From an optimization exercise on the open Yosys and OpenROAD flow, aimed at small area, a short achievable clock period and few clock cycles per item; shortcuts taken in it are not production practice.
At most, simulation tests tie the RTL to the original design; equivalence was not proved.
Only the layout flow was run in run 1; the RTL was not checked for function there.
Power figures rest on the tool's default switching activity, not on a simulated workload.

==> flow/run.sh <==
#!/bin/bash
# synth_recipe.tcl (not shown) runs the flow's synth.tcl, then flattens the netlist and writes it again
# the make line also repeats each setting of config.mk as NAME=value (left out here)
make -C /OpenROAD-flow-scripts/flow DESIGN_CONFIG=/design/flow/config.mk WORK_HOME=/design/flow/orfs CLKGATE_MAP_FILE= SYNTH_SCRIPT=/design/flow/synth_recipe.tcl finish
==> flow/config.mk <==
export PLATFORM = sky130hd
export DESIGN_NAME = cordic_engine
export DESIGN_NICKNAME = cordic_engine
export VERILOG_FILES = /design/flow/design.v
export SDC_FILE = /design/flow/constraint.sdc
export NUM_CORES = 4
export LEC_CHECK = 0
export ABC_AREA = 1
export CAP_MARGIN = 20
export CORE_MARGIN = 2
export CORE_UTILIZATION = 40
export PLACE_DENSITY = 0.6
export SETUP_SLACK_MARGIN = 3.8
export SLEW_MARGIN = 20
==> flow/constraint.sdc <==
create_clock -name core_clock -period 6.0 [get_ports {clk}]
set_input_delay 1.2000 -clock core_clock [delete_from_list [all_inputs] [get_ports {clk}]]
set_output_delay 1.2000 -clock core_clock [all_outputs]
set_load 0.01 [all_outputs]
==> flow/design.v <==
module controller
(
    input  [7:0] u,
    input  [7:0] un,    
    output [15:0] v
);
wire new_n25, new_n26, new_n27, new_n28, new_n29, new_n30, new_n31, new_n32;
wire new_n33, new_n34, new_n35, new_n36, new_n37, new_n38, new_n39, new_n40;
wire new_n41, new_n42, new_n43, new_n44, new_n45, new_n46, new_n47, new_n48;
wire new_n49, new_n50, new_n51, new_n52, new_n53, new_n54, new_n55, new_n56;
wire new_n57, new_n58, new_n59, new_n60, new_n61, new_n62, new_n63, new_n64;
wire new_n65, new_n66, new_n67, new_n68, new_n69, new_n70, new_n71, new_n72;
wire new_n73, new_n74, new_n75, new_n76, new_n77, new_n78, new_n79, new_n80;
wire new_n81, new_n82, new_n83, new_n84, new_n85, new_n86, new_n87, new_n88;
wire new_n89, new_n90, new_n91, new_n92, new_n93, new_n94, new_n95, new_n96;
wire new_n97, new_n98, new_n99, new_n100, new_n101, new_n102, new_n103, new_n104;
wire new_n105, new_n106, new_n107, new_n108, new_n109, new_n110, new_n111, new_n112;
wire new_n113, new_n114, new_n115, new_n116, new_n117, new_n118, new_n119, new_n120;
wire new_n121, new_n122, new_n123, new_n124, new_n125, new_n126, new_n127, new_n128;
wire new_n129, new_n130, new_n131, new_n132, new_n133, new_n134, new_n135, new_n136;
wire new_n137, new_n138, new_n139, new_n140, new_n141, new_n142, new_n143, new_n144;
wire new_n145, new_n146, new_n147, new_n148, new_n149, new_n150, new_n151, new_n152;
wire new_n153, new_n154, new_n155, new_n156, new_n157, new_n158, new_n159, new_n160;
wire new_n161, new_n162, new_n163, new_n164, new_n165, new_n166, new_n167, new_n168;
wire new_n169, new_n170, new_n171, new_n172, new_n173, new_n174, new_n175, new_n176;
wire new_n177, new_n178, new_n179, new_n181, new_n182, new_n183, new_n184, new_n185;
wire new_n186, new_n187, new_n188, new_n189, new_n190, new_n191, new_n192, new_n193;
wire new_n194, new_n195, new_n196, new_n197, new_n198, new_n199, new_n200, new_n201;
wire new_n202, new_n203, new_n204, new_n205, new_n206, new_n207, new_n208, new_n209;
wire new_n210, new_n211, new_n212, new_n213, new_n214, new_n215, new_n216, new_n217;
wire new_n218, new_n219, new_n220, new_n221, new_n222, new_n223, new_n224, new_n225;
wire new_n226, new_n227, new_n228, new_n229, new_n230, new_n231, new_n232, new_n233;
wire new_n234, new_n235, new_n237, new_n238, new_n239, new_n240, new_n241, new_n242;
wire new_n243, new_n244, new_n245, new_n246, new_n247, new_n248, new_n249, new_n250;
wire new_n251, new_n252, new_n253, new_n254, new_n255, new_n256, new_n257, new_n258;
wire new_n259, new_n260, new_n261, new_n262, new_n263, new_n264, new_n265, new_n266;
wire new_n267, new_n268, new_n269, new_n270, new_n271, new_n272, new_n273, new_n274;
wire new_n275, new_n276, new_n277, new_n278, new_n279, new_n280, new_n281, new_n282;
wire new_n284, new_n285, new_n286, new_n287, new_n288, new_n289, new_n290, new_n291;
wire new_n292, new_n293, new_n294, new_n295, new_n296, new_n297, new_n298, new_n299;
wire new_n300, new_n301, new_n302, new_n303, new_n304, new_n305, new_n306, new_n307;
wire new_n308, new_n309, new_n310, new_n311, new_n312, new_n313, new_n314, new_n315;
wire new_n316, new_n317, new_n318, new_n319, new_n320, new_n321, new_n322, new_n323;
wire new_n324, new_n325, new_n326, new_n327, new_n328, new_n329, new_n330, new_n331;
wire new_n332, new_n333, new_n334, new_n335, new_n336, new_n337, new_n338, new_n339;
wire new_n340, new_n341, new_n342, new_n344, new_n345, new_n346, new_n347, new_n348;
wire new_n349, new_n350, new_n351, new_n352, new_n353, new_n354, new_n355, new_n356;
wire new_n357, new_n358, new_n359, new_n360, new_n361, new_n362, new_n363, new_n364;
wire new_n365, new_n366, new_n367, new_n368, new_n369, new_n370, new_n371, new_n372;
wire new_n373, new_n374, new_n375, new_n376, new_n377, new_n378, new_n379, new_n380;
wire new_n381, new_n382, new_n383, new_n384, new_n385, new_n386, new_n387, new_n388;
wire new_n389, new_n390, new_n391, new_n392, new_n393, new_n394, new_n395, new_n396;
wire new_n397, new_n398, new_n399, new_n400, new_n401, new_n402, new_n403, new_n404;
wire new_n405, new_n406, new_n408, new_n409, new_n410, new_n411, new_n412, new_n413;
wire new_n414, new_n415, new_n416, new_n417, new_n418, new_n419, new_n420, new_n421;
wire new_n422, new_n423, new_n424, new_n425, new_n426, new_n427, new_n428, new_n429;
wire new_n430, new_n431, new_n432, new_n433, new_n434, new_n435, new_n436, new_n437;
wire new_n438, new_n439, new_n440, new_n441, new_n442, new_n443, new_n444, new_n445;
wire new_n446, new_n447, new_n448, new_n449, new_n450, new_n451, new_n452, new_n453;
wire new_n454, new_n455, new_n456, new_n457, new_n458, new_n459, new_n460, new_n461;
wire new_n462, new_n464, new_n465, new_n466, new_n467, new_n468, new_n469, new_n470;
wire new_n471, new_n472, new_n473, new_n474, new_n475, new_n476, new_n477, new_n478;
wire new_n479, new_n480, new_n481, new_n482, new_n483, new_n484, new_n485, new_n486;
wire new_n487, new_n488, new_n489, new_n490, new_n491, new_n492, new_n493, new_n494;
wire new_n495, new_n496, new_n497, new_n498, new_n499, new_n500, new_n501, new_n502;
wire new_n504, new_n505, new_n506, new_n507, new_n508, new_n509, new_n510, new_n511;
wire new_n512, new_n513, new_n514, new_n515, new_n516, new_n517, new_n518, new_n519;
wire new_n520, new_n521, new_n522, new_n523, new_n524, new_n525, new_n526, new_n527;
wire new_n528, new_n529, new_n530, new_n531, new_n532, new_n533, new_n534, new_n535;
wire new_n536, new_n537, new_n538, new_n539, new_n540, new_n541, new_n542, new_n543;
wire new_n544, new_n545, new_n546, new_n547, new_n548, new_n549, new_n550, new_n551;
wire new_n552, new_n553, new_n554, new_n555, new_n556, new_n557, new_n558, new_n559;
wire new_n561, new_n562, new_n563, new_n564, new_n565, new_n566, new_n567, new_n568;
wire new_n569, new_n570, new_n571, new_n572, new_n573, new_n574, new_n575, new_n576;
wire new_n577, new_n578, new_n579, new_n580, new_n581, new_n582, new_n583, new_n584;
wire new_n585, new_n586, new_n587, new_n588, new_n589, new_n590, new_n591, new_n592;
wire new_n593, new_n594, new_n595, new_n596, new_n597, new_n598, new_n599, new_n600;
wire new_n601, new_n602, new_n603, new_n604, new_n606, new_n607, new_n608, new_n609;
wire new_n610, new_n611, new_n612, new_n613, new_n614, new_n615, new_n616, new_n617;
wire new_n618, new_n619, new_n620, new_n621, new_n622, new_n623, new_n624, new_n625;
wire new_n626, new_n627, new_n628, new_n629, new_n631, new_n632, new_n633, new_n634;
wire new_n635, new_n636, new_n637, new_n638, new_n639, new_n640, new_n641, new_n642;
wire new_n643, new_n644, new_n645, new_n646, new_n647, new_n648, new_n649, new_n650;
wire new_n651, new_n652, new_n653, new_n655, new_n656, new_n657, new_n658, new_n659;
wire new_n660, new_n661, new_n662, new_n663, new_n664, new_n665, new_n666, new_n667;
wire new_n668, new_n669, new_n670, new_n671, new_n672, new_n673, new_n674, new_n675;
wire new_n676, new_n677, new_n678, new_n679, new_n680, new_n681, new_n682, new_n683;
wire new_n684, new_n685, new_n686, new_n687, new_n688, new_n689, new_n690, new_n691;
wire new_n692, new_n693, new_n694, new_n695, new_n697, new_n698, new_n699, new_n700;
wire new_n701, new_n702, new_n703, new_n704, new_n705, new_n706, new_n707, new_n708;
wire new_n709, new_n710, new_n711, new_n712, new_n713, new_n714, new_n715, new_n717;
wire new_n718, new_n719, new_n720, new_n721, new_n722, new_n723, new_n724, new_n725;
wire new_n726, new_n727, new_n728, new_n729, new_n730, new_n731, new_n732, new_n734;
wire new_n735, new_n736, new_n737;
assign new_n25 = u[2] & u[3];
assign new_n26 = u[1] & ~new_n25;
assign new_n27 = un[3] & u[4];
assign new_n28 = u[5] & new_n27;
assign new_n29 = new_n26 & ~new_n28;
assign new_n30 = un[6] & u[7];
assign new_n31 = u[5] & u[6];
assign new_n32 = ~new_n30 & ~new_n31;
assign new_n33 = un[4] & un[5];
assign new_n34 = ~new_n32 & new_n33;
assign new_n35 = un[7] & ~new_n33;
assign new_n36 = ~new_n34 & ~new_n35;
assign new_n37 = new_n29 & new_n36;
assign new_n38 = un[5] & un[7];
assign new_n39 = un[0] & new_n38;
assign new_n40 = u[2] & un[6];
assign new_n41 = new_n39 & new_n40;
assign new_n42 = u[5] & un[6];
assign new_n43 = un[4] & un[7];
assign new_n44 = ~new_n42 & ~new_n43;
assign new_n45 = un[1] & un[4];
assign new_n46 = un[5] & ~new_n45;
assign new_n47 = new_n44 & ~new_n46;
assign new_n48 = un[2] & un[3];
assign new_n49 = ~new_n25 & ~new_n48;
assign new_n50 = new_n47 & ~new_n49;
assign new_n51 = un[3] & un[4];
assign new_n52 = new_n31 & new_n51;
assign new_n53 = un[1] & new_n52;
assign new_n54 = ~new_n50 & ~new_n53;
assign new_n55 = ~new_n41 & new_n54;
assign new_n56 = un[6] & un[7];
assign new_n57 = u[3] & un[4];
assign new_n58 = ~new_n27 & ~new_n57;
assign new_n59 = u[0] & u[1];
assign new_n60 = un[2] & new_n59;
assign new_n61 = ~new_n58 & new_n60;
assign new_n62 = un[0] & u[2];
assign new_n63 = ~new_n61 & ~new_n62;
assign new_n64 = ~new_n56 & ~new_n63;
assign new_n65 = new_n55 & ~new_n64;
assign new_n66 = u[7] & new_n33;
assign new_n67 = u[4] & u[5];
assign new_n68 = ~new_n66 & ~new_n67;
assign new_n69 = un[3] & ~new_n68;
assign new_n70 = new_n54 & new_n69;
assign new_n71 = un[1] & u[4];
assign new_n72 = un[7] & new_n71;
assign new_n73 = ~new_n67 & ~new_n72;
assign new_n74 = u[4] & un[5];
assign new_n75 = un[1] & un[3];
assign new_n76 = new_n74 & ~new_n75;
assign new_n77 = un[1] & u[5];
assign new_n78 = un[2] & u[3];
assign new_n79 = ~new_n77 & new_n78;
assign new_n80 = ~new_n76 & ~new_n79;
assign new_n81 = un[6] & ~new_n80;
assign new_n82 = ~new_n73 & new_n81;
assign new_n83 = un[0] & ~new_n82;
assign new_n84 = ~new_n70 & new_n83;
assign new_n85 = ~new_n65 & ~new_n84;
assign new_n86 = un[4] & ~new_n60;
assign new_n87 = u[5] & u[7];
assign new_n88 = ~new_n86 & new_n87;
assign new_n89 = ~new_n85 & ~new_n88;
assign new_n90 = u[1] & u[7];
assign new_n91 = u[4] & new_n90;
assign new_n92 = new_n42 & new_n45;
assign new_n93 = ~new_n91 & ~new_n92;
assign new_n94 = un[2] & new_n51;
assign new_n95 = un[0] & new_n94;
assign new_n96 = new_n51 & new_n56;
assign new_n97 = ~new_n95 & ~new_n96;
assign new_n98 = un[5] & u[6];
assign new_n99 = ~new_n59 & new_n98;
assign new_n100 = ~new_n42 & ~new_n99;
assign new_n101 = u[3] & u[4];
assign new_n102 = ~new_n100 & new_n101;
assign new_n103 = new_n97 & ~new_n102;
assign new_n104 = un[0] & un[1];
assign new_n105 = ~new_n103 & ~new_n104;
assign new_n106 = new_n93 & ~new_n105;
assign new_n107 = un[2] & un[6];
assign new_n108 = ~new_n106 & ~new_n107;
assign new_n109 = new_n94 & new_n98;
assign new_n110 = u[2] & un[5];
assign new_n111 = new_n56 & new_n110;
assign new_n112 = un[3] & u[5];
assign new_n113 = ~new_n71 & ~new_n112;
assign new_n114 = un[2] & u[6];
assign new_n115 = ~new_n113 & new_n114;
assign new_n116 = new_n71 & new_n112;
assign new_n117 = new_n115 & ~new_n116;
assign new_n118 = u[0] & ~new_n117;
assign new_n119 = ~new_n38 & ~new_n42;
assign new_n120 = u[1] & un[3];
assign new_n121 = u[4] & new_n120;
assign new_n122 = new_n119 & new_n121;
assign new_n123 = u[3] & un[7];
assign new_n124 = un[1] & un[6];
assign new_n125 = ~new_n123 & ~new_n124;
assign new_n126 = new_n110 & ~new_n125;
assign new_n127 = ~new_n122 & ~new_n126;
assign new_n128 = new_n118 & new_n127;
assign new_n129 = new_n111 & new_n128;
assign new_n130 = ~new_n109 & ~new_n129;
assign new_n131 = ~new_n108 & new_n130;
assign new_n132 = u[1] & u[3];
assign new_n133 = u[3] & u[7];
assign new_n134 = u[4] & new_n133;
assign new_n135 = ~new_n87 & ~new_n134;
assign new_n136 = un[6] & new_n110;
assign new_n137 = new_n51 & new_n136;
assign new_n138 = un[2] & new_n53;
assign new_n139 = ~new_n137 & ~new_n138;
assign new_n140 = new_n135 & new_n139;
assign new_n141 = new_n132 & ~new_n140;
assign new_n142 = u[3] & u[6];
assign new_n143 = un[0] & new_n142;
assign new_n144 = u[2] & u[4];
assign new_n145 = un[2] & un[4];
assign new_n146 = ~new_n144 & ~new_n145;
assign new_n147 = new_n143 & new_n146;
assign new_n148 = un[3] & new_n110;
assign new_n149 = u[6] & new_n148;
assign new_n150 = un[6] & new_n57;
assign new_n151 = u[4] & u[7];
assign new_n152 = un[3] & new_n151;
assign new_n153 = ~new_n150 & ~new_n152;
assign new_n154 = un[2] & un[5];
assign new_n155 = ~new_n153 & new_n154;
assign new_n156 = ~new_n149 & ~new_n155;
assign new_n157 = new_n104 & ~new_n156;
assign new_n158 = ~new_n147 & ~new_n157;
assign new_n159 = un[2] & new_n120;
assign new_n160 = new_n98 & new_n159;
assign new_n161 = u[1] & u[6];
assign new_n162 = un[2] & u[5];
assign new_n163 = new_n57 & new_n162;
assign new_n164 = new_n161 & new_n163;
assign new_n165 = ~new_n87 & ~new_n164;
assign new_n166 = new_n163 & new_n165;
assign new_n167 = ~new_n160 & ~new_n166;
assign new_n168 = u[1] & ~new_n56;
assign new_n169 = ~new_n124 & ~new_n168;
assign new_n170 = new_n33 & new_n169;
assign new_n171 = new_n25 & new_n170;
assign new_n172 = u[4] & new_n154;
assign new_n173 = new_n56 & new_n172;
assign new_n174 = ~new_n120 & new_n173;
assign new_n175 = ~new_n171 & ~new_n174;
assign new_n176 = new_n167 & new_n175;
assign new_n177 = new_n158 & new_n176;
assign new_n178 = ~new_n141 & new_n177;
assign new_n179 = new_n131 & new_n178;
assign v[8] = ~new_n89 | ~new_n179;
assign new_n181 = u[0] & v[8];
assign new_n182 = new_n37 & ~new_n181;
assign new_n183 = u[2] & new_n82;
assign new_n184 = ~new_n98 & new_n120;
assign new_n185 = u[2] & u[5];
assign new_n186 = ~new_n154 & ~new_n185;
assign new_n187 = u[7] & ~new_n186;
assign new_n188 = new_n184 & new_n187;
assign new_n189 = ~new_n25 & ~new_n59;
assign new_n190 = new_n66 & ~new_n189;
assign new_n191 = new_n27 & new_n38;
assign new_n192 = ~new_n150 & ~new_n191;
assign new_n193 = un[1] & un[2];
assign new_n194 = ~new_n192 & new_n193;
assign new_n195 = ~new_n190 & ~new_n194;
assign new_n196 = ~new_n188 & new_n195;
assign new_n197 = ~new_n183 & new_n196;
assign new_n198 = un[6] & new_n43;
assign new_n199 = u[4] & u[6];
assign new_n200 = ~new_n198 & ~new_n199;
assign new_n201 = un[1] & ~new_n200;
assign new_n202 = ~new_n142 & ~new_n201;
assign new_n203 = new_n185 & ~new_n202;
assign new_n204 = ~new_n80 & new_n169;
assign new_n205 = un[1] & u[6];
assign new_n206 = u[1] & ~new_n114;
assign new_n207 = ~new_n205 & ~new_n206;
assign new_n208 = new_n28 & new_n207;
assign new_n209 = new_n57 & new_n161;
assign new_n210 = u[0] & ~new_n209;
assign new_n211 = ~new_n208 & new_n210;
assign new_n212 = ~new_n204 & new_n211;
assign new_n213 = ~new_n203 & new_n212;
assign new_n214 = ~new_n140 & new_n193;
assign new_n215 = new_n213 & ~new_n214;
assign new_n216 = un[4] & u[5];
assign new_n217 = u[2] & new_n216;
assign new_n218 = ~new_n136 & ~new_n217;
assign new_n219 = un[7] & new_n75;
assign new_n220 = ~new_n218 & new_n219;
assign new_n221 = new_n27 & new_n154;
assign new_n222 = u[1] & u[4];
assign new_n223 = new_n98 & new_n222;
assign new_n224 = un[0] & ~new_n223;
assign new_n225 = ~new_n221 & new_n224;
assign new_n226 = ~new_n220 & new_n225;
assign new_n227 = u[5] & new_n56;
assign new_n228 = un[3] & ~new_n227;
assign new_n229 = u[3] & ~new_n67;
assign new_n230 = ~new_n228 & ~new_n229;
assign new_n231 = u[1] & un[2];
assign new_n232 = new_n230 & ~new_n231;
assign new_n233 = new_n226 & ~new_n232;
assign new_n234 = ~new_n215 & ~new_n233;
assign new_n235 = new_n197 & ~new_n234;
assign v[0] = new_n182 | ~new_n235;
assign new_n237 = un[0] & ~new_n139;
assign new_n238 = un[5] & new_n132;
assign new_n239 = ~new_n75 & ~new_n238;
assign new_n240 = u[0] & ~new_n239;
assign new_n241 = ~new_n56 & ~new_n240;
assign new_n242 = ~new_n237 & new_n241;
assign new_n243 = un[4] & u[7];
assign new_n244 = ~new_n163 & ~new_n243;
assign new_n245 = ~new_n242 & ~new_n244;
assign new_n246 = un[3] & new_n38;
assign new_n247 = ~new_n126 & ~new_n231;
assign new_n248 = new_n246 & ~new_n247;
assign new_n249 = un[2] & new_n45;
assign new_n250 = un[0] & u[1];
assign new_n251 = ~new_n57 & new_n250;
assign new_n252 = ~new_n249 & ~new_n251;
assign new_n253 = new_n98 & ~new_n252;
assign new_n254 = ~new_n71 & ~new_n94;
assign new_n255 = new_n87 & ~new_n254;
assign new_n256 = ~new_n253 & ~new_n255;
assign new_n257 = ~new_n248 & new_n256;
assign new_n258 = ~new_n245 & new_n257;
assign new_n259 = new_n56 & new_n77;
assign new_n260 = ~new_n57 & new_n98;
assign new_n261 = ~new_n259 & ~new_n260;
assign new_n262 = un[4] & ~new_n261;
assign new_n263 = new_n71 & new_n78;
assign new_n264 = ~new_n262 & ~new_n263;
assign new_n265 = new_n128 & new_n264;
assign new_n266 = u[2] & un[3];
assign new_n267 = ~new_n58 & ~new_n266;
assign new_n268 = ~new_n124 & ~new_n198;
assign new_n269 = new_n267 & ~new_n268;
assign new_n270 = u[7] & new_n154;
assign new_n271 = ~new_n94 & ~new_n270;
assign new_n272 = u[1] & ~new_n271;
assign new_n273 = u[2] & new_n134;
assign new_n274 = ~new_n272 & ~new_n273;
assign new_n275 = ~new_n269 & new_n274;
assign new_n276 = new_n67 & new_n266;
assign new_n277 = u[1] & new_n102;
assign new_n278 = ~new_n276 & ~new_n277;
assign new_n279 = ~new_n161 & ~new_n278;
assign new_n280 = un[0] & ~new_n279;
assign new_n281 = new_n275 & new_n280;
assign new_n282 = ~new_n265 & ~new_n281;
assign v[1] = ~new_n258 | new_n282;
assign new_n284 = new_n162 & new_n198;
assign new_n285 = ~new_n151 & ~new_n284;
assign new_n286 = ~new_n66 & ~new_n199;
assign new_n287 = ~new_n186 & ~new_n286;
assign new_n288 = new_n285 & ~new_n287;
assign new_n289 = new_n75 & ~new_n288;
assign new_n290 = new_n38 & new_n51;
assign new_n291 = u[0] & ~new_n87;
assign new_n292 = ~new_n223 & new_n291;
assign new_n293 = ~new_n290 & new_n292;
assign new_n294 = new_n152 & ~new_n293;
assign new_n295 = ~new_n289 & ~new_n294;
assign new_n296 = ~new_n59 & ~new_n119;
assign new_n297 = un[0] & un[6];
assign new_n298 = new_n132 & ~new_n297;
assign new_n299 = u[0] & u[4];
assign new_n300 = ~new_n110 & ~new_n299;
assign new_n301 = new_n298 & ~new_n300;
assign new_n302 = new_n78 & ~new_n301;
assign new_n303 = ~new_n296 & new_n302;
assign new_n304 = ~new_n107 & ~new_n303;
assign new_n305 = u[1] & u[5];
assign new_n306 = ~new_n43 & new_n305;
assign new_n307 = ~new_n238 & ~new_n306;
assign new_n308 = ~new_n304 & ~new_n307;
assign new_n309 = new_n295 & ~new_n308;
assign new_n310 = un[7] & new_n150;
assign new_n311 = new_n293 & ~new_n310;
assign new_n312 = u[4] & un[7];
assign new_n313 = un[0] & un[4];
assign new_n314 = ~new_n90 & ~new_n313;
assign new_n315 = ~new_n312 & new_n314;
assign new_n316 = new_n286 & ~new_n315;
assign new_n317 = un[5] & new_n71;
assign new_n318 = un[2] & ~new_n317;
assign new_n319 = ~new_n316 & ~new_n318;
assign new_n320 = ~new_n237 & ~new_n319;
assign new_n321 = ~new_n311 & ~new_n320;
assign new_n322 = new_n309 & ~new_n321;
assign new_n323 = new_n78 & ~new_n87;
assign new_n324 = un[0] & ~new_n323;
assign new_n325 = new_n43 & new_n98;
assign new_n326 = ~new_n87 & ~new_n325;
assign new_n327 = ~new_n317 & new_n326;
assign new_n328 = new_n324 & ~new_n327;
assign new_n329 = ~new_n96 & ~new_n328;
assign new_n330 = ~new_n40 & ~new_n114;
assign new_n331 = new_n222 & ~new_n330;
assign new_n332 = un[1] & new_n33;
assign new_n333 = ~new_n331 & ~new_n332;
assign new_n334 = ~new_n123 & ~new_n333;
assign new_n335 = ~new_n259 & ~new_n334;
assign new_n336 = ~new_n193 & ~new_n334;
assign new_n337 = new_n67 & ~new_n336;
assign new_n338 = new_n335 & ~new_n337;
assign new_n339 = u[0] & ~new_n338;
assign new_n340 = new_n329 & ~new_n339;
assign new_n341 = new_n75 & new_n175;
assign new_n342 = ~new_n340 & ~new_n341;
assign v[2] = ~new_n322 | new_n342;
assign new_n344 = ~new_n152 & ~new_n227;
assign new_n345 = u[4] & new_n98;
assign new_n346 = new_n344 & ~new_n345;
assign new_n347 = new_n133 & new_n154;
assign new_n348 = new_n346 & ~new_n347;
assign new_n349 = un[1] & ~new_n348;
assign new_n350 = u[0] & new_n349;
assign new_n351 = un[0] & new_n222;
assign new_n352 = un[6] & ~new_n48;
assign new_n353 = new_n216 & ~new_n352;
assign new_n354 = ~new_n351 & ~new_n353;
assign new_n355 = new_n78 & new_n198;
assign new_n356 = un[5] & new_n133;
assign new_n357 = ~new_n355 & ~new_n356;
assign new_n358 = new_n313 & ~new_n357;
assign new_n359 = new_n354 & ~new_n358;
assign new_n360 = un[6] & ~new_n148;
assign new_n361 = new_n133 & ~new_n186;
assign new_n362 = new_n360 & ~new_n361;
assign new_n363 = u[3] & new_n222;
assign new_n364 = ~new_n313 & ~new_n363;
assign new_n365 = ~new_n157 & new_n364;
assign new_n366 = ~new_n362 & ~new_n365;
assign new_n367 = new_n359 & ~new_n366;
assign new_n368 = ~new_n350 & ~new_n367;
assign new_n369 = new_n250 & new_n357;
assign new_n370 = new_n56 & new_n121;
assign new_n371 = u[3] & new_n110;
assign new_n372 = u[6] & ~new_n33;
assign new_n373 = un[6] & new_n33;
assign new_n374 = ~new_n372 & ~new_n373;
assign new_n375 = un[4] & new_n374;
assign new_n376 = new_n371 & new_n375;
assign new_n377 = ~new_n370 & ~new_n376;
assign new_n378 = new_n369 & new_n377;
assign new_n379 = ~new_n185 & ~new_n270;
assign new_n380 = ~new_n366 & ~new_n379;
assign new_n381 = new_n378 & ~new_n380;
assign new_n382 = new_n368 & ~new_n381;
assign new_n383 = u[0] & un[2];
assign new_n384 = ~new_n98 & new_n383;
assign new_n385 = ~new_n133 & ~new_n384;
assign new_n386 = new_n98 & ~new_n383;
assign new_n387 = new_n385 & ~new_n386;
assign new_n388 = new_n332 & ~new_n387;
assign new_n389 = ~new_n82 & ~new_n388;
assign new_n390 = new_n87 & ~new_n193;
assign new_n391 = u[0] & un[3];
assign new_n392 = ~new_n144 & ~new_n391;
assign new_n393 = new_n390 & ~new_n392;
assign new_n394 = u[2] & ~new_n56;
assign new_n395 = ~new_n124 & new_n394;
assign new_n396 = new_n299 & ~new_n305;
assign new_n397 = new_n107 & ~new_n133;
assign new_n398 = new_n396 & ~new_n397;
assign new_n399 = un[2] & u[4];
assign new_n400 = ~new_n185 & ~new_n399;
assign new_n401 = new_n219 & ~new_n400;
assign new_n402 = ~new_n398 & ~new_n401;
assign new_n403 = ~new_n395 & ~new_n402;
assign new_n404 = ~new_n393 & ~new_n403;
assign new_n405 = new_n389 & new_n404;
assign new_n406 = new_n130 & new_n405;
assign v[3] = new_n382 | ~new_n406;
assign new_n408 = ~new_n33 & new_n62;
assign new_n409 = new_n56 & ~new_n185;
assign new_n410 = ~new_n408 & new_n409;
assign new_n411 = new_n51 & ~new_n62;
assign new_n412 = ~new_n216 & ~new_n411;
assign new_n413 = u[1] & ~new_n412;
assign new_n414 = new_n410 & ~new_n413;
assign new_n415 = new_n98 & ~new_n104;
assign new_n416 = new_n27 & new_n415;
assign new_n417 = ~new_n25 & new_n56;
assign new_n418 = ~new_n416 & ~new_n417;
assign new_n419 = ~new_n414 & ~new_n418;
assign new_n420 = un[1] & ~new_n38;
assign new_n421 = u[1] & un[6];
assign new_n422 = ~new_n420 & ~new_n421;
assign new_n423 = new_n25 & ~new_n104;
assign new_n424 = new_n422 & new_n423;
assign new_n425 = ~new_n56 & new_n193;
assign new_n426 = new_n216 & new_n425;
assign new_n427 = un[1] & new_n38;
assign new_n428 = ~new_n58 & new_n427;
assign new_n429 = new_n107 & new_n428;
assign new_n430 = ~new_n426 & ~new_n429;
assign new_n431 = ~new_n424 & new_n430;
assign new_n432 = ~new_n419 & new_n431;
assign new_n433 = ~new_n142 & ~new_n347;
assign new_n434 = ~new_n154 & new_n161;
assign new_n435 = new_n433 & ~new_n434;
assign new_n436 = u[6] & new_n193;
assign new_n437 = u[4] & ~new_n436;
assign new_n438 = ~new_n435 & ~new_n437;
assign new_n439 = new_n75 & ~new_n119;
assign new_n440 = ~new_n75 & ~new_n87;
assign new_n441 = ~new_n132 & ~new_n440;
assign new_n442 = ~new_n439 & new_n441;
assign new_n443 = ~new_n438 & ~new_n442;
assign new_n444 = new_n175 & new_n443;
assign new_n445 = ~new_n337 & new_n444;
assign new_n446 = new_n280 & new_n445;
assign new_n447 = new_n161 & ~new_n216;
assign new_n448 = new_n323 & ~new_n447;
assign new_n449 = new_n186 & new_n205;
assign new_n450 = ~new_n78 & ~new_n449;
assign new_n451 = ~new_n448 & ~new_n450;
assign new_n452 = ~new_n94 & ~new_n217;
assign new_n453 = new_n56 & ~new_n452;
assign new_n454 = u[3] & ~new_n56;
assign new_n455 = new_n144 & new_n454;
assign new_n456 = u[0] & ~new_n455;
assign new_n457 = ~new_n453 & new_n456;
assign new_n458 = ~new_n451 & new_n457;
assign new_n459 = new_n346 & new_n379;
assign new_n460 = new_n120 & ~new_n459;
assign new_n461 = new_n458 & ~new_n460;
assign new_n462 = ~new_n446 & ~new_n461;
assign v[4] = ~new_n432 | new_n462;
assign new_n464 = new_n28 & ~new_n193;
assign new_n465 = u[5] & ~new_n104;
assign new_n466 = new_n25 & new_n43;
assign new_n467 = ~new_n465 & new_n466;
assign new_n468 = un[0] & new_n332;
assign new_n469 = new_n467 & ~new_n468;
assign new_n470 = ~new_n263 & ~new_n469;
assign new_n471 = ~new_n464 & new_n470;
assign new_n472 = un[6] & ~new_n471;
assign new_n473 = ~new_n270 & ~new_n371;
assign new_n474 = u[4] & ~new_n473;
assign new_n475 = ~new_n104 & ~new_n301;
assign new_n476 = new_n474 & ~new_n475;
assign new_n477 = u[0] & ~new_n222;
assign new_n478 = ~new_n46 & new_n114;
assign new_n479 = ~new_n477 & new_n478;
assign new_n480 = new_n136 & new_n219;
assign new_n481 = new_n353 & new_n423;
assign new_n482 = ~new_n480 & ~new_n481;
assign new_n483 = ~new_n479 & new_n482;
assign new_n484 = ~new_n476 & new_n483;
assign new_n485 = ~new_n472 & new_n484;
assign new_n486 = u[7] & ~new_n45;
assign new_n487 = ~new_n112 & ~new_n198;
assign new_n488 = ~new_n486 & new_n487;
assign new_n489 = un[2] & ~new_n323;
assign new_n490 = un[3] & new_n227;
assign new_n491 = ~new_n489 & ~new_n490;
assign new_n492 = ~new_n488 & ~new_n491;
assign new_n493 = ~new_n149 & ~new_n492;
assign new_n494 = ~new_n349 & new_n493;
assign new_n495 = un[0] & ~new_n170;
assign new_n496 = ~new_n494 & ~new_n495;
assign new_n497 = new_n485 & ~new_n496;
assign new_n498 = ~new_n52 & ~new_n361;
assign new_n499 = ~new_n137 & new_n498;
assign new_n500 = new_n167 & new_n499;
assign new_n501 = ~new_n85 & new_n500;
assign new_n502 = new_n250 & ~new_n501;
assign v[5] = ~new_n497 | new_n502;
assign new_n504 = ~new_n87 & ~new_n107;
assign new_n505 = ~new_n186 & new_n504;
assign new_n506 = ~new_n39 & ~new_n227;
assign new_n507 = ~new_n505 & new_n506;
assign new_n508 = new_n51 & ~new_n507;
assign new_n509 = un[5] & ~new_n48;
assign new_n510 = un[0] & u[6];
assign new_n511 = ~new_n509 & new_n510;
assign new_n512 = u[5] & ~new_n49;
assign new_n513 = new_n511 & ~new_n512;
assign new_n514 = u[1] & ~new_n152;
assign new_n515 = u[4] & new_n56;
assign new_n516 = new_n25 & new_n515;
assign new_n517 = new_n514 & ~new_n516;
assign new_n518 = ~new_n513 & new_n517;
assign new_n519 = ~new_n508 & new_n518;
assign new_n520 = u[5] & ~new_n285;
assign new_n521 = ~new_n187 & ~new_n520;
assign new_n522 = u[0] & ~new_n521;
assign new_n523 = new_n519 & ~new_n522;
assign new_n524 = new_n78 & new_n98;
assign new_n525 = un[1] & ~new_n134;
assign new_n526 = ~new_n524 & new_n525;
assign new_n527 = ~new_n41 & new_n526;
assign new_n528 = new_n148 & ~new_n286;
assign new_n529 = new_n527 & ~new_n528;
assign new_n530 = ~new_n523 & ~new_n529;
assign new_n531 = ~new_n120 & ~new_n145;
assign new_n532 = ~new_n162 & ~new_n531;
assign new_n533 = new_n33 & ~new_n96;
assign new_n534 = ~new_n532 & new_n533;
assign new_n535 = u[3] & new_n67;
assign new_n536 = new_n40 & new_n535;
assign new_n537 = new_n210 & ~new_n536;
assign new_n538 = ~new_n534 & new_n537;
assign new_n539 = ~new_n25 & new_n87;
assign new_n540 = ~new_n466 & ~new_n539;
assign new_n541 = un[1] & ~new_n540;
assign new_n542 = u[1] & u[2];
assign new_n543 = u[4] & ~new_n542;
assign new_n544 = ~new_n25 & new_n31;
assign new_n545 = new_n543 & new_n544;
assign new_n546 = ~new_n173 & ~new_n545;
assign new_n547 = ~new_n541 & new_n546;
assign new_n548 = new_n538 & new_n547;
assign new_n549 = new_n150 & ~new_n542;
assign new_n550 = ~new_n186 & new_n549;
assign new_n551 = new_n136 & new_n222;
assign new_n552 = ~new_n110 & new_n151;
assign new_n553 = ~new_n551 & ~new_n552;
assign new_n554 = ~new_n550 & new_n553;
assign new_n555 = u[7] & ~new_n33;
assign new_n556 = new_n159 & new_n555;
assign new_n557 = un[0] & ~new_n556;
assign new_n558 = new_n554 & new_n557;
assign new_n559 = ~new_n548 & ~new_n558;
assign v[6] = new_n530 | new_n559;
assign new_n561 = ~new_n179 & new_n305;
assign new_n562 = u[2] & ~new_n468;
assign new_n563 = ~new_n561 & new_n562;
assign new_n564 = ~new_n121 & ~new_n535;
assign new_n565 = u[6] & ~new_n564;
assign new_n566 = ~new_n25 & ~new_n565;
assign new_n567 = ~new_n563 & ~new_n566;
assign new_n568 = u[7] & ~new_n48;
assign new_n569 = ~new_n332 & new_n568;
assign new_n570 = new_n51 & ~new_n207;
assign new_n571 = ~new_n569 & ~new_n570;
assign new_n572 = ~new_n305 & ~new_n571;
assign new_n573 = ~new_n25 & new_n305;
assign new_n574 = ~new_n371 & ~new_n573;
assign new_n575 = new_n199 & ~new_n574;
assign new_n576 = new_n537 & ~new_n575;
assign new_n577 = ~new_n572 & new_n576;
assign new_n578 = ~new_n71 & new_n148;
assign new_n579 = new_n179 & new_n578;
assign new_n580 = new_n557 & ~new_n579;
assign new_n581 = ~new_n577 & ~new_n580;
assign new_n582 = new_n38 & new_n85;
assign new_n583 = u[3] & new_n173;
assign new_n584 = u[1] & ~new_n583;
assign new_n585 = ~new_n374 & new_n383;
assign new_n586 = new_n217 & new_n510;
assign new_n587 = new_n66 & new_n78;
assign new_n588 = ~new_n586 & ~new_n587;
assign new_n589 = ~new_n585 & new_n588;
assign new_n590 = new_n584 & new_n589;
assign new_n591 = ~new_n191 & ~new_n260;
assign new_n592 = un[2] & ~new_n591;
assign new_n593 = ~new_n163 & ~new_n310;
assign new_n594 = ~new_n592 & new_n593;
assign new_n595 = new_n589 & ~new_n594;
assign new_n596 = new_n148 & new_n299;
assign new_n597 = new_n243 & new_n266;
assign new_n598 = un[1] & ~new_n597;
assign new_n599 = ~new_n596 & new_n598;
assign new_n600 = ~new_n595 & new_n599;
assign new_n601 = ~new_n590 & ~new_n600;
assign new_n602 = ~new_n520 & ~new_n601;
assign new_n603 = ~new_n582 & new_n602;
assign new_n604 = ~new_n581 & new_n603;
assign v[7] = new_n567 | ~new_n604;
assign new_n606 = ~new_n148 & new_n510;
assign new_n607 = ~new_n532 & new_n606;
assign new_n608 = new_n186 & new_n222;
assign new_n609 = new_n607 & ~new_n608;
assign new_n610 = u[1] & new_n217;
assign new_n611 = ~new_n172 & ~new_n610;
assign new_n612 = new_n123 & ~new_n611;
assign new_n613 = ~new_n96 & ~new_n209;
assign new_n614 = un[5] & ~new_n613;
assign new_n615 = new_n67 & new_n107;
assign new_n616 = ~new_n614 & ~new_n615;
assign new_n617 = new_n118 & new_n616;
assign new_n618 = ~new_n612 & new_n617;
assign new_n619 = new_n377 & new_n618;
assign new_n620 = ~new_n609 & ~new_n619;
assign new_n621 = ~new_n132 & ~new_n216;
assign new_n622 = un[7] & ~new_n301;
assign new_n623 = u[4] & ~new_n544;
assign new_n624 = new_n42 & new_n423;
assign new_n625 = ~new_n623 & ~new_n624;
assign new_n626 = new_n622 & new_n625;
assign new_n627 = ~new_n214 & new_n626;
assign new_n628 = ~new_n67 & new_n104;
assign new_n629 = new_n516 & ~new_n628;
assign v[13] = ~new_n627 & ~new_n629;
assign new_n631 = ~new_n621 & ~v[13];
assign new_n632 = new_n297 & ~new_n631;
assign new_n633 = new_n620 & ~new_n632;
assign new_n634 = un[0] & new_n49;
assign new_n635 = u[6] & new_n38;
assign new_n636 = un[1] & ~new_n635;
assign new_n637 = ~new_n634 & new_n636;
assign new_n638 = new_n119 & ~new_n146;
assign new_n639 = ~new_n216 & new_n266;
assign new_n640 = new_n172 & new_n297;
assign new_n641 = ~new_n639 & ~new_n640;
assign new_n642 = ~new_n638 & new_n641;
assign new_n643 = new_n637 & ~new_n642;
assign new_n644 = u[2] & new_n104;
assign new_n645 = un[7] & ~new_n644;
assign new_n646 = ~new_n57 & ~new_n151;
assign new_n647 = u[0] & un[5];
assign new_n648 = new_n542 & ~new_n647;
assign new_n649 = new_n646 & ~new_n648;
assign new_n650 = ~new_n172 & ~new_n649;
assign new_n651 = ~new_n645 & new_n650;
assign new_n652 = ~new_n388 & new_n651;
assign new_n653 = ~new_n643 & ~new_n652;
assign v[9] = new_n633 | ~new_n653;
assign new_n655 = un[1] & new_n376;
assign new_n656 = u[6] & new_n542;
assign new_n657 = un[6] & ~new_n110;
assign new_n658 = u[6] & ~new_n193;
assign new_n659 = ~new_n657 & ~new_n658;
assign new_n660 = ~new_n656 & ~new_n659;
assign new_n661 = new_n112 & new_n313;
assign new_n662 = un[3] & ~new_n71;
assign new_n663 = ~new_n229 & ~new_n662;
assign new_n664 = ~new_n661 & ~new_n663;
assign new_n665 = ~new_n660 & ~new_n664;
assign new_n666 = new_n121 & ~new_n344;
assign new_n667 = u[7] & new_n145;
assign new_n668 = ~new_n120 & new_n667;
assign new_n669 = new_n165 & ~new_n668;
assign new_n670 = ~new_n666 & new_n669;
assign new_n671 = ~new_n665 & new_n670;
assign new_n672 = ~new_n655 & new_n671;
assign new_n673 = un[1] & ~new_n454;
assign new_n674 = new_n292 & ~new_n673;
assign new_n675 = un[3] & ~new_n292;
assign new_n676 = ~new_n674 & ~new_n675;
assign new_n677 = ~new_n28 & ~new_n42;
assign new_n678 = ~new_n516 & new_n677;
assign new_n679 = ~new_n38 & ~new_n110;
assign new_n680 = new_n51 & ~new_n679;
assign new_n681 = new_n678 & ~new_n680;
assign new_n682 = ~new_n676 & ~new_n681;
assign new_n683 = u[0] & ~new_n682;
assign new_n684 = new_n676 & new_n681;
assign new_n685 = new_n683 & ~new_n684;
assign new_n686 = u[1] & new_n114;
assign new_n687 = u[4] & new_n686;
assign new_n688 = ~new_n92 & ~new_n416;
assign new_n689 = ~new_n687 & new_n688;
assign new_n690 = ~new_n45 & ~new_n150;
assign new_n691 = new_n185 & ~new_n690;
assign new_n692 = ~new_n170 & ~new_n691;
assign new_n693 = new_n689 & new_n692;
assign new_n694 = new_n83 & new_n693;
assign new_n695 = ~new_n685 & ~new_n694;
assign v[10] = ~new_n672 | new_n695;
assign new_n697 = ~new_n470 & ~v[13];
assign new_n698 = new_n345 & ~new_n391;
assign new_n699 = ~new_n119 & new_n628;
assign new_n700 = ~new_n698 & ~new_n699;
assign new_n701 = ~new_n428 & new_n700;
assign new_n702 = ~new_n697 & new_n701;
assign new_n703 = u[2] & ~new_n702;
assign new_n704 = u[6] & ~new_n186;
assign new_n705 = u[0] & new_n120;
assign new_n706 = ~new_n28 & ~new_n705;
assign new_n707 = new_n704 & ~new_n706;
assign new_n708 = ~new_n303 & ~new_n707;
assign new_n709 = un[5] & ~new_n268;
assign new_n710 = un[2] & ~new_n151;
assign new_n711 = ~new_n628 & new_n710;
assign new_n712 = ~new_n372 & new_n711;
assign new_n713 = ~new_n709 & new_n712;
assign new_n714 = new_n708 & ~new_n713;
assign new_n715 = new_n140 & new_n714;
assign v[11] = new_n703 | ~new_n715;
assign new_n717 = new_n32 & new_n78;
assign new_n718 = ~new_n555 & ~new_n717;
assign new_n719 = ~new_n214 & new_n718;
assign new_n720 = new_n121 & ~new_n510;
assign new_n721 = ~new_n28 & ~new_n720;
assign new_n722 = ~new_n337 & new_n721;
assign new_n723 = un[7] & new_n700;
assign new_n724 = new_n475 & new_n625;
assign new_n725 = new_n723 & ~new_n724;
assign new_n726 = ~new_n67 & ~new_n375;
assign new_n727 = ~new_n104 & ~new_n726;
assign new_n728 = ~new_n25 & ~new_n727;
assign new_n729 = ~new_n725 & ~new_n728;
assign new_n730 = new_n722 & ~new_n729;
assign new_n731 = ~new_n107 & ~new_n154;
assign new_n732 = ~new_n730 & new_n731;
assign v[12] = ~new_n719 | new_n732;
assign new_n734 = u[5] & ~new_n138;
assign new_n735 = ~new_n516 & new_n734;
assign new_n736 = new_n629 & ~new_n734;
assign new_n737 = un[7] & ~new_n736;
assign v[14] = new_n735 | ~new_n737;
assign v[15] = ~new_n56 | new_n536;
endmodule
module cordic_engine
#(
    parameter IO_BW=32
)
(
    clk,
    rst_n,
    phase,
    mode,
    pop,
    valid_in,
    valid_out,
    result
);
input   clk;
input   rst_n;
input   valid_in;
input   [IO_BW-1:0] phase;
input   [2:0] mode;
output  [IO_BW-1:0] result;
output reg valid_out;
output reg pop;
wire [9:0] p = phase[9:0];
wire dbl = (mode == 3'd2) | (mode == 3'd3) | (mode == 3'd4);    
wire zer = (mode > 3'd4);
function gt;
    input [9:0] a;
    input [9:0] k;
    integer i;
    begin
        gt = 1'b0;
        for (i = 0; i < 10; i = i + 1)
            gt = k[i] ? (a[i] & gt) : (a[i] | gt);
    end
endfunction
wire g1 = gt(p, 10'd90),  g2 = gt(p, 10'd180), g3 = gt(p, 10'd270), g4 = gt(p, 10'd360);
wire g5 = gt(p, 10'd450), g6 = gt(p, 10'd540), g7 = gt(p, 10'd630);
wire [2:0] r = {g4, (g2 & ~g4) | g6, (g1 & ~g2) | (g3 & ~g4) | (g5 & ~g6) | g7};
wire [7:0] pp = zer ? 8'd0 : dbl ? {p[6:0], 1'b0} : p[7:0];
reg       v1;
reg [7:0] pp1;
reg [2:0] r1, r1n;    
reg       c0, c1, c2, c3, c4;    
always @(posedge clk) begin
    if (!rst_n) begin
        v1  <= 1'b0;
        pop <= 1'b1;
    end else begin
        v1  <= valid_in;
        pop <= 1'b0;
    end
    pp1 <= pp;
    r1  <= r;
    r1n <= ~r;
    c0  <= (mode == 3'd0);
    c1  <= (mode == 3'd1);
    c2  <= (mode == 3'd2);
    c3  <= (mode == 3'd3);
    c4  <= (mode == 3'd4);
end
wire [9:0] lut;
assign lut[0] = (c0 & ((r1[1]))) |
    (c1 & ((r1n[1]))) |
    ((c2 | c3) & ((r1n[0]))) |
    (c4 & ((r1[0])));
assign lut[1] = 1'b0;
assign lut[2] = c1 |
    (c2 | c3);
assign lut[3] = (c0 & ((r1n[2] & r1[1]) | (r1[2] & r1n[1]))) |
    (c1 & ((r1n[2] & r1[1]) | (r1[2] & r1n[1]))) |
    ((c2 | c3) & ((r1n[1] & r1[0]) | (r1[1] & r1n[0]))) |
    (c4 & ((r1n[1] & r1[0]) | (r1[1] & r1n[0])));
assign lut[4] = (c0 & ((r1[2]))) |
    (c1 & ((r1n[1]))) |
    ((c2 | c3) & ((r1n[2] & r1n[0]) | (r1[2] & r1[0]))) |
    (c4 & ((r1n[2] & r1[1]) | (r1[2] & r1n[1])));
assign lut[5] = (c0 & ((r1n[2] & r1[1]))) |
    (c1 & ((r1n[2] & r1n[1]) | (r1[2] & r1[1]))) |
    ((c2 | c3) & ((r1n[2] & r1n[1] & r1n[0]) | (r1n[2] & r1[1] & r1[0]) | (r1[2] & r1n[1] & r1[0]) | (r1[2] & r1[1] & r1n[0]))) |
    (c4 & ((r1n[1] & r1[0]) | (r1[2] & r1n[1]) | (r1[2] & r1[0])));
assign lut[6] = (c0 & ((r1[1]))) |
    (c1 & ((r1[1]))) |
    ((c2 | c3) & ((r1n[2] & r1[0]) | (r1n[1] & r1[0]) | (r1[2] & r1[1] & r1n[0]))) |
    (c4 & ((r1n[2] & r1[0]) | (r1[2] & r1[1] & r1n[0])));
assign lut[7] = (c0 & ((r1[2]))) |
    (c1 & ((r1n[2] & r1n[1]) | (r1[2] & r1[1]))) |
    ((c2 | c3) & ((r1n[1] & r1n[0]) | (r1n[2] & r1[1] & r1[0]) | (r1[2] & r1n[0]))) |
    (c4 & ((r1[1])));
assign lut[8] = (c0 & ((r1[1]))) |
    (c1 & ((r1n[1]))) |
    ((c2 | c3) & ((r1n[0]))) |
    (c4 & ((r1[0])));
assign lut[9] = (c0 & ((r1[2]))) |
    (c1 & ((r1n[2] & r1[1]) | (r1[2] & r1n[1]))) |
    (c2 & ((r1n[1] & r1n[0]) | (r1[1] & r1[0]))) |
    (c3 & ((r1n[1] & r1[0]) | (r1[1] & r1n[0]))) |
    (c4 & ((r1[1])));
wire [7:0] u = (pp1 ^ {8{lut[8]}}) + lut[7:0];
reg       v2, inv2, sh2, m23_2, isx2;
reg [7:0] u2, u2n;    
always @(posedge clk) begin
    if (!rst_n) v2 <= 1'b0;
    else        v2 <= v1;
    u2    <= u;
    u2n   <= ~u;
    inv2  <= lut[9] & ~(c4 & (r1 == 3'd3) & (pp1 == 8'd208));
    sh2   <= c2 | c3 | c4;
    m23_2 <= c2 | c3;
    isx2  <= c1 | c2 | c3;
end
wire [15:0] t;
controller controller (.u(u2), .un(u2n), .v(t));
wire sp = isx2 & u2n[7] & u2[6] & u2n[5] & u2[4] & u2[3] & u2n[2] & u2[1] & u2n[0];    
reg        v3, inv3, sh3, m23_3;
reg [15:0] t3;
always @(posedge clk) begin
    if (!rst_n) v3 <= 1'b0;
    else        v3 <= v2;
    t3    <= {t[15:3], sp ? 3'b100 : t[2:0]};
    inv3  <= inv2;
    sh3   <= sh2;
    m23_3 <= m23_2;
end
reg  [14:0] r_lo;
reg         r15, rs, rsv;
always @(posedge clk) begin
    if (!rst_n) valid_out <= 1'b0;
    else        valid_out <= v3;
    r_lo <= (sh3 ? t3[15:1] : t3[14:0]) ^ {15{inv3}};
    r15  <= sh3 ? (m23_3 ^ inv3) : (t3[15] ^ inv3);
    rs   <= ~m23_3 & inv3;
    rsv  <= ~m23_3 & inv3 & v3;    
end
assign result = {{8{rs}}, {8{rsv}}, r15, r_lo};
endmodule
==> results of run 1 <==
==> routing by layer <==
| layer | part of all wire | GRT usage | vias up |
|---|---|---|---|
| li1 | - | - | 3110 |
| met1 | 0.39 | 0.422 | 3075 |
| met2 | 0.40 | 0.453 | 602 |
| met3 | 0.14 | 0.106 | 153 |
| met4 | 0.066 | 0.186 | 2 |
| met5 | 0.00050 | 0 | - |
==> area by class of cell <==
type	count	area, um^2	area share
well taps	184	230	0.0329
clock buffers	9	225	0.0322
repair buffers	72	582	0.0832
clock inverters	7	86.3	0.0124
flip-flops and latches	81	1660	0.238
inverters	125	480	0.0687
multi-input cells	664	3720	0.533
==> state kept, by name, indices dropped and copies added, names as in the netlist, 3 cells and up <==
name  flops
r_lo     15
t3       16
u2        8
r1        3
r1n       3
u2n       8
pp1       8
==> stage by stage <==
stage	total power (uW)	instances	cell area, um^2	util	hold WS (ps)
detailed placement	3380	1109	6340	0.438	312
global placement	3500	1109	6340	0.438	311
floorplan	2480	918	5930	-	310
CTS	3970	1131	6770	0.468	322
global route	4420	1142	6990	0.483	326
finish	4250	1142	6990	0.483	322
==> layout by cell type (no fill, tap or decap), drive strengths merged, types with 24 or more instances in the layout <==
| cell type | n |
|---|---|
| clkbuf | 25 |
| nand3 | 57 |
| dfxtp | 81 |
| nand2 | 232 |
| a21oi | 56 |
| nor2 | 85 |
| xor2 | 30 |
| dlygate4sd2 | 24 |
| o21ai | 88 |
| inv | 124 |
==> power groups by stage <==
stage	clock network (uW)	registers [uW]	logic (uW)
CTS	588	956	2430
finish	566	988	2700
floorplan	0	840	1640
global route	603	997	2820
detailed placement	0	953	2430
global placement	0	961	2540
==> path summary, 6_finish.rpt <==
| check | from | to | depth (start not counted) |
|---|---|---|---|
| max | u2n[6]$_DFF_P_ | t3[4]$_DFF_P_ | 8 |
| min | sh2$_DFF_P_ | sh3$_DFF_P_ | 0 |
| max reg2reg | u2n[6]$_DFF_P_ | t3[4]$_DFF_P_ | 8 |
| min reg2reg | sh2$_DFF_P_ | sh3$_DFF_P_ | 0 |
==> timing repair <==
item,CTS,global route
endpoints found under the setup margin,74,40
resized for setup,101,78
buffers inserted,6,11
pin swaps,7,17
==> critical path, stage by stage, from the launching register on <==
cell and delay, ps:
dfxtp_4 430, nand2_8 190, inv_2 150, nand2_1 260, o211ai_1 170, o21ai_0 250
o2111ai_1 200, a21oi_1 270, o21ai_0 150
==> cell families after synthesis <==
family / count (synthesis) / synth area share
multiplexers: 2 / 0.00338
adder cells (fa/ha/maj): 7 / 0.0148
AO/OA/AOI/OAI: 206 / 0.204
buffers and inverters: 173 / 0.138
XOR/XNOR: 31 / 0.0471
AND/OR/NAND/NOR: 418 / 0.319
flip-flops: 81 / 0.274
==> results.yml, run 1 <==
outcome:
  run_status: "complete, no violations"
final_layout:
  layout-drive-gt1-share: 0.180
  area_growth_pct: 17.9
  layout.nets: 998
  fillers: 1544
  diodes: 0
yosys:
  yosysTopAreaCell: "dfxtp_1"
  synth.distinct_cells: 51
  synthArstFlopShare: 0
  syn-num-nets: 963
  postSynthAreaPerCell_um2: 6.45
  yosysMostFrequentCell: "nand2_1"
  syn-cell-area_um2: 5930
  ys_seq_elements: 81
  yosysWarnings: 1
  synth-main-ff-cell: "dfxtp_1"
  synth_cells: 918
  yosysSeqAreaShare: 0.274
  netlist_top_cells_area: "dfxtp_1 27%, nand2_1 13%, inv_1 7.3%"
  synth_top_area_share: 0.274
  synth_edf_count: 0
  yosys-top-cells-count: "209 x nand2_1, 116 x inv_1, 82 x o21ai_0"
floorplan:
  die_x_um: 126
  rows: 44
  initial_core_util: 0.409
  core-area_um2: 14500
  die_h_um: 126
  die-area_um2: 15800
  ioPinCount: 72
sta:
  setup_viol: 0
  period_share: 0.372
  slew_headroom: 0.443
  maxSlewViolCount: 0
  grt_setup_unrepaired: "yes"
  tns_ps: 0
  clock_skew_ps: 11.2
  worst_slew_pin_slew_ps: 835
  timing.final.ws_setup_ps: 3770
  hold_violations: 0
  fmax_mhz: 448
  timing.final.crit_period_ps: 2230
power:
  p_comb_frac: 0.634
  pwr-share-seq: 0.232
  power_frac_clock: 0.133
  p_per_area_nw_per_um2: 608
  intPower_uw: 1850
  switchingPower_uw: 2400
  ir_drop_mv: 0.422
  p_leak_uw: 0.00342
  swShare: 0.565
setup_path:
  required_ps: 6210
  startpoint_type: "flip-flop"
  rrSetupSlack_ps: 3770
  end_kind: "flip-flop"
  cp.arrival_ps: 2440
  crit_type: "flip-flop to flip-flop"
  cp_max_fo: 14
global_routing:
  grt_pass1_wl_um: 38000
  antenna_found_initial: 1
  grt_use_total: 0.319
  grt_max_degree: 31
  grt_pass1_vias: 6369
  grt-ovfl-total: 0
clocking:
  cts.path.max_buffers: 2
  clk-insertion-delay-late_ps: 350
  cts.sinks: 81
  numCtsBuffers: 9
  cts_root_buffer: "clkbuf_16"
  path_clk_slew_ps: 70
  cts_max_level: 3
  postCtsHoldBufs: 0
  cts_tree: "yes"
placement:
  gp_congestion: 1.09
  dpl_worst_slack_ps: 3090
  port_buffers: 49
  hpwl_um: 19100
worst_hold_path:
  min_path_type: "flip-flop to flip-flop"
routing:
  vias: 6942
  drc: 0
  avgRoutedWirePerCell_um: 22.6
  drtIter0Drc: 903
  totalWireLength_um: 25800
  ant_nets: 0
  dr.pass1.iters: 6
  vias_per_cell: 6.08
run:
  max_cap_viol_count: 0
==> inputs of run 2 (changes only) <==
--- a/flow/design.v
+++ b/flow/design.v
@@ -850,5 +850,5 @@
 reg       v1;
 reg [7:0] pp1;
-reg [2:0] r1, r1n;    
+reg [2:0] r1;
 reg       c0, c1, c2, c3, c4;    
 always @(posedge clk) begin
@@ -862,5 +862,4 @@
     pp1 <= pp;
     r1  <= r;
-    r1n <= ~r;
     c0  <= (mode == 3'd0);
     c1  <= (mode == 3'd1);
@@ -871,38 +870,38 @@
 wire [9:0] lut;
 assign lut[0] = (c0 & ((r1[1]))) |
-    (c1 & ((r1n[1]))) |
-    ((c2 | c3) & ((r1n[0]))) |
+    (c1 & ((~r1[1]))) |
+    ((c2 | c3) & ((~r1[0]))) |
     (c4 & ((r1[0])));
 assign lut[1] = 1'b0;
 assign lut[2] = c1 |
     (c2 | c3);
-assign lut[3] = (c0 & ((r1n[2] & r1[1]) | (r1[2] & r1n[1]))) |
-    (c1 & ((r1n[2] & r1[1]) | (r1[2] & r1n[1]))) |
-    ((c2 | c3) & ((r1n[1] & r1[0]) | (r1[1] & r1n[0]))) |
-    (c4 & ((r1n[1] & r1[0]) | (r1[1] & r1n[0])));
+assign lut[3] = (c0 & ((~r1[2] & r1[1]) | (r1[2] & ~r1[1]))) |
+    (c1 & ((~r1[2] & r1[1]) | (r1[2] & ~r1[1]))) |
+    ((c2 | c3) & ((~r1[1] & r1[0]) | (r1[1] & ~r1[0]))) |
+    (c4 & ((~r1[1] & r1[0]) | (r1[1] & ~r1[0])));
 assign lut[4] = (c0 & ((r1[2]))) |
-    (c1 & ((r1n[1]))) |
-    ((c2 | c3) & ((r1n[2] & r1n[0]) | (r1[2] & r1[0]))) |
-    (c4 & ((r1n[2] & r1[1]) | (r1[2] & r1n[1])));
-assign lut[5] = (c0 & ((r1n[2] & r1[1]))) |
-    (c1 & ((r1n[2] & r1n[1]) | (r1[2] & r1[1]))) |
-    ((c2 | c3) & ((r1n[2] & r1n[1] & r1n[0]) | (r1n[2] & r1[1] & r1[0]) | (r1[2] & r1n[1] & r1[0]) | (r1[2] & r1[1] & r1n[0]))) |
-    (c4 & ((r1n[1] & r1[0]) | (r1[2] & r1n[1]) | (r1[2] & r1[0])));
+    (c1 & ((~r1[1]))) |
+    ((c2 | c3) & ((~r1[2] & ~r1[0]) | (r1[2] & r1[0]))) |
+    (c4 & ((~r1[2] & r1[1]) | (r1[2] & ~r1[1])));
+assign lut[5] = (c0 & ((~r1[2] & r1[1]))) |
+    (c1 & ((~r1[2] & ~r1[1]) | (r1[2] & r1[1]))) |
+    ((c2 | c3) & ((~r1[2] & ~r1[1] & ~r1[0]) | (~r1[2] & r1[1] & r1[0]) | (r1[2] & ~r1[1] & r1[0]) | (r1[2] & r1[1] & ~r1[0]))) |
+    (c4 & ((~r1[1] & r1[0]) | (r1[2] & ~r1[1]) | (r1[2] & r1[0])));
 assign lut[6] = (c0 & ((r1[1]))) |
     (c1 & ((r1[1]))) |
-    ((c2 | c3) & ((r1n[2] & r1[0]) | (r1n[1] & r1[0]) | (r1[2] & r1[1] & r1n[0]))) |
-    (c4 & ((r1n[2] & r1[0]) | (r1[2] & r1[1] & r1n[0])));
+    ((c2 | c3) & ((~r1[2] & r1[0]) | (~r1[1] & r1[0]) | (r1[2] & r1[1] & ~r1[0]))) |
+    (c4 & ((~r1[2] & r1[0]) | (r1[2] & r1[1] & ~r1[0])));
 assign lut[7] = (c0 & ((r1[2]))) |
-    (c1 & ((r1n[2] & r1n[1]) | (r1[2] & r1[1]))) |
-    ((c2 | c3) & ((r1n[1] & r1n[0]) | (r1n[2] & r1[1] & r1[0]) | (r1[2] & r1n[0]))) |
+    (c1 & ((~r1[2] & ~r1[1]) | (r1[2] & r1[1]))) |
+    ((c2 | c3) & ((~r1[1] & ~r1[0]) | (~r1[2] & r1[1] & r1[0]) | (r1[2] & ~r1[0]))) |
     (c4 & ((r1[1])));
 assign lut[8] = (c0 & ((r1[1]))) |
-    (c1 & ((r1n[1]))) |
-    ((c2 | c3) & ((r1n[0]))) |
+    (c1 & ((~r1[1]))) |
+    ((c2 | c3) & ((~r1[0]))) |
     (c4 & ((r1[0])));
 assign lut[9] = (c0 & ((r1[2]))) |
-    (c1 & ((r1n[2] & r1[1]) | (r1[2] & r1n[1]))) |
-    (c2 & ((r1n[1] & r1n[0]) | (r1[1] & r1[0]))) |
-    (c3 & ((r1n[1] & r1[0]) | (r1[1] & r1n[0]))) |
+    (c1 & ((~r1[2] & r1[1]) | (r1[2] & ~r1[1]))) |
+    (c2 & ((~r1[1] & ~r1[0]) | (r1[1] & r1[0]))) |
+    (c3 & ((~r1[1] & r1[0]) | (r1[1] & ~r1[0]))) |
     (c4 & ((r1[1])));
 wire [7:0] u = (pp1 ^ {8{lut[8]}}) + lut[7:0];
@@ -921,5 +920,5 @@
 wire [15:0] t;
 controller controller (.u(u2), .un(u2n), .v(t));
-wire sp = isx2 & u2n[7] & u2[6] & u2n[5] & u2[4] & u2[3] & u2n[2] & u2[1] & u2n[0];    
+wire sp = isx2 & (u2 == 8'd90);
 reg        v3, inv3, sh3, m23_3;
 reg [15:0] t3;
--- a/flow/config.mk
+++ b/flow/config.mk
@@ -10,4 +10,6 @@
 export CORE_MARGIN = 2
 export CORE_UTILIZATION = 40
+export CTS_CLUSTER_DIAMETER = 100
+export CTS_CLUSTER_SIZE = 30
 export PLACE_DENSITY = 0.6
 export SETUP_SLACK_MARGIN = 3.8
==> run 2 against run 1 <==
Die area is 2.6% lower. Setup slack better by 13 ps. Sequential share of layout area is 0.37 points lower. Routed wire length is 2.3% lower. Clock skew is 5.4 ps lower. Global-route usage is 1.1 points higher. Via count is 0.24% higher. Total power is 1.3% lower.
==> results.yml, run 2 <==
routing:
  totalWireLength_um: 25200
  drc: 0
  dr.pass1.iters: 10
  vias_per_cell: 6.19
  vias: 6959
  drtIter0Drc: 1180
  ant_nets: 0
  avgRoutedWirePerCell_um: 22.4
global_routing:
  antenna_found_initial: 0
  grt_use_total: 0.330
  grt-ovfl-total: 0
  grt_pass1_wl_um: 36800
  grt_pass1_vias: 6325
  grt_max_degree: 31
yosys:
  synth.distinct_cells: 52
  synth-main-ff-cell: "dfxtp_1"
  synthArstFlopShare: 0
  netlist_top_cells_area: "dfxtp_1 27%, nand2_1 14%, inv_1 7.9%"
  ys_seq_elements: 78
  yosysMostFrequentCell: "nand2_1"
  postSynthAreaPerCell_um2: 6.39
  yosysSeqAreaShare: 0.271
  yosysWarnings: 1
  synth_edf_count: 0
  synth_top_area_share: 0.271
  synth_cells: 902
  syn-num-nets: 955
  yosysTopAreaCell: "dfxtp_1"
  syn-cell-area_um2: 5760
  yosys-top-cells-count: "209 x nand2_1, 121 x inv_1, 89 x o21ai_0"
setup_path:
  required_ps: 6200
  rrSetupSlack_ps: 3780
  cp_max_fo: 15
  crit_type: "flip-flop to flip-flop"
  startpoint_type: "flip-flop"
  end_kind: "flip-flop"
  cp.arrival_ps: 2420
sta:
  fmax_mhz: 450
  maxSlewViolCount: 0
  worst_slew_pin_slew_ps: 835
  timing.final.crit_period_ps: 2220
  clock_skew_ps: 5.81
  setup_viol: 0
  period_share: 0.370
  hold_violations: 0
  grt_setup_unrepaired: "yes"
  slew_headroom: 0.443
  tns_ps: 0
floorplan:
  rows: 43
  initial_core_util: 0.412
  die_h_um: 124
  ioPinCount: 72
  core-area_um2: 14000
  die_x_um: 124
  die-area_um2: 15400
final_layout:
  layout-drive-gt1-share: 0.172
  top_regs: "t3: 16 flops, r_lo: 15 flops"
  layout.nets: 993
  largest_register: "t3"
  final_cell_mix: "197 x nand2_1, 109 x inv_1, 82 x o21ai_0, 61 x nor2_1, 61 x dfxtp_1"
  finalInstanceArea_um2: 6910
  largest_reg_flops: 16
  area_growth_pct: 19.8
  diodes: 0
  mostFrequentLayoutCell: "nand2_1"
run:
  max_cap_viol_count: 0
outcome:
  run_status: "complete, no violations"
clocking:
  cts.path.max_buffers: 2
  cts_max_level: 3
  cts_tree: "yes"
  path_clk_slew_ps: 60
  cts_root_buffer: "clkbuf_16"
  postCtsHoldBufs: 0
  cts.sinks: 78
  numCtsBuffers: 9
  clk-insertion-delay-late_ps: 340
power:
  ir_drop_mv: 0.418
  intPower_uw: 1800
  swShare: 0.572
  p_leak_uw: 0.00339
  p_comb_frac: 0.643
  pwr-share-seq: 0.233
  power_frac_clock: 0.124
  switchingPower_uw: 2400
  p_per_area_nw_per_um2: 608
worst_hold_path:
  min_path_type: "flip-flop to flip-flop"
placement:
  port_buffers: 49
  hpwl_um: 18500
  gp_congestion: 1.17
  dpl_cell_area_um2: 6190
[run 2: cell count changes in the layout (fill, tap and decap cells not counted), sizes merged, moves of 4 or more]
| cell | change |
|---|---|
| a21oi | +11 |
| a31oi | -5 |
| ha | +7 |
| nand2 | -13 |
| nor3 | -8 |
| buf | +4 |
| nor2 | -13 |
[run 2: power groups by stage]
| stage | combinational, uW | clock [uW] | sequential [uW] |
|---|---|---|---|
| CTS | 2370 | 538 | 942 |
| finish | 2700 | 521 | 978 |
| global placement | 2470 | 0 | 942 |
| global route | 2810 | 560 | 990 |
| detailed placement | 2350 | 0 | 934 |
| floorplan | 1570 | 0 | 805 |
[run 2: per-layer routing]
metal | GRT usage | up-vias | wire (um)
li1 | - | 3062 | -
met1 | 0.428 | 3091 | 9610
met2 | 0.448 | 625 | 9520
met3 | 0.154 | 179 | 4120
met4 | 0.180 | 2 | 1950
met5 | 0 | - | 46
[run 2: layout make-up]
| class | instances | area [um^2] |
|---|---|---|
| Inverter | 127 | 495 |
| Sequential cell | 78 | 1620 |
| Clock inverter | 7 | 63.8 |
| Clock buffer | 9 | 225 |
| Tap cell | 180 | 225 |
| Multi-Input combinational cell | 648 | 3660 |
| Timing Repair Buffer | 76 | 621 |
| Fill cell | 1459 | 7080 |
[run 2: critical path: stages, from the launching register on]
cell and delay [ps]:
dfxtp_1 310, buf_6 170, nand2_2 260, inv_1 150, nand3_1 110, inv_1 100
nand2_1 120, nand2_1 120, a221oi_2 330, nand2_1 80, o21ai_0 170, nand2_1 150
[run 2: repair_timing]
action / CTS / global route
buffers inserted: 9 / 13
setup endpoints to repair: 72 / 44
resized for setup: 109 / 81
pin swaps: 1 / 24
[run 2: cells by family after synthesis]
family	synth area share
fa+ha+maj	0.0339
simple gates	0.283
buf+inv	0.140
flops	0.271
xor+xnor	0.0467
compound gates	0.222
mux	0.00347
[run 2: through the flow]
step	utilization	cells	hold WS (ps)	setup slack (ps)	total power (uW)
detailed placement	0.442	1087	313	3220	3280
finish	0.494	1125	322	3780	4200
global placement	0.442	1087	310	3170	3410
global route	0.494	1125	329	3640	4360
floorplan	-	902	310	3820	2380
CTS	0.477	1112	322	3780	3850
[run 2: final timing paths]
kind | start | end | cells past startpoint
worst max-delay path | u2n[4]$_DFF_P_ | t3[4]$_DFF_P_ | 11
worst max register to register | u2n[4]$_DFF_P_ | t3[4]$_DFF_P_ | 11
worst min-delay path | m23_2$_DFF_P_ | m23_3$_DFF_P_ | 0
worst min register to register | m23_2$_DFF_P_ | m23_3$_DFF_P_ | 0
Testbench counts of run 2, summed over its fixed seeds: cycles 16,032, items 16,000.

[static timing again, ports no longer ideal]
In the flow no input, the clock included, has a driving cell. The finished layouts below were timed again as built, in two steps. Step 1: set_driving_cell puts a clkbuf_16 on clk and a buf_2 on each other input, an assumption about the parent block. Step 2 moves the port delays by t, midway between the first and last clock arrival at a register: inputs arrive t later, outputs are due t later. That takes back most of the time a late clock gives input paths. Slacks: no drivers / after step 1 / after step 2; pairs: no drivers / after step 1.
| run | t, ns | setup slack, ns | clock arrival spread, ns |
|---|---|---|---|
| run 1 | 0.387 | 3.766 / 3.766 / 3.526 | 0.012 / 0.012 |
| run 2 | 0.384 | 3.779 / 3.779 / 3.555 | 0.006 / 0.007 |
After both steps setup and hold are still met in every run listed. For run 1, which loses most, drivers alone change the setup slack by 0.000 ns; drivers and shift together by -0.240 ns.
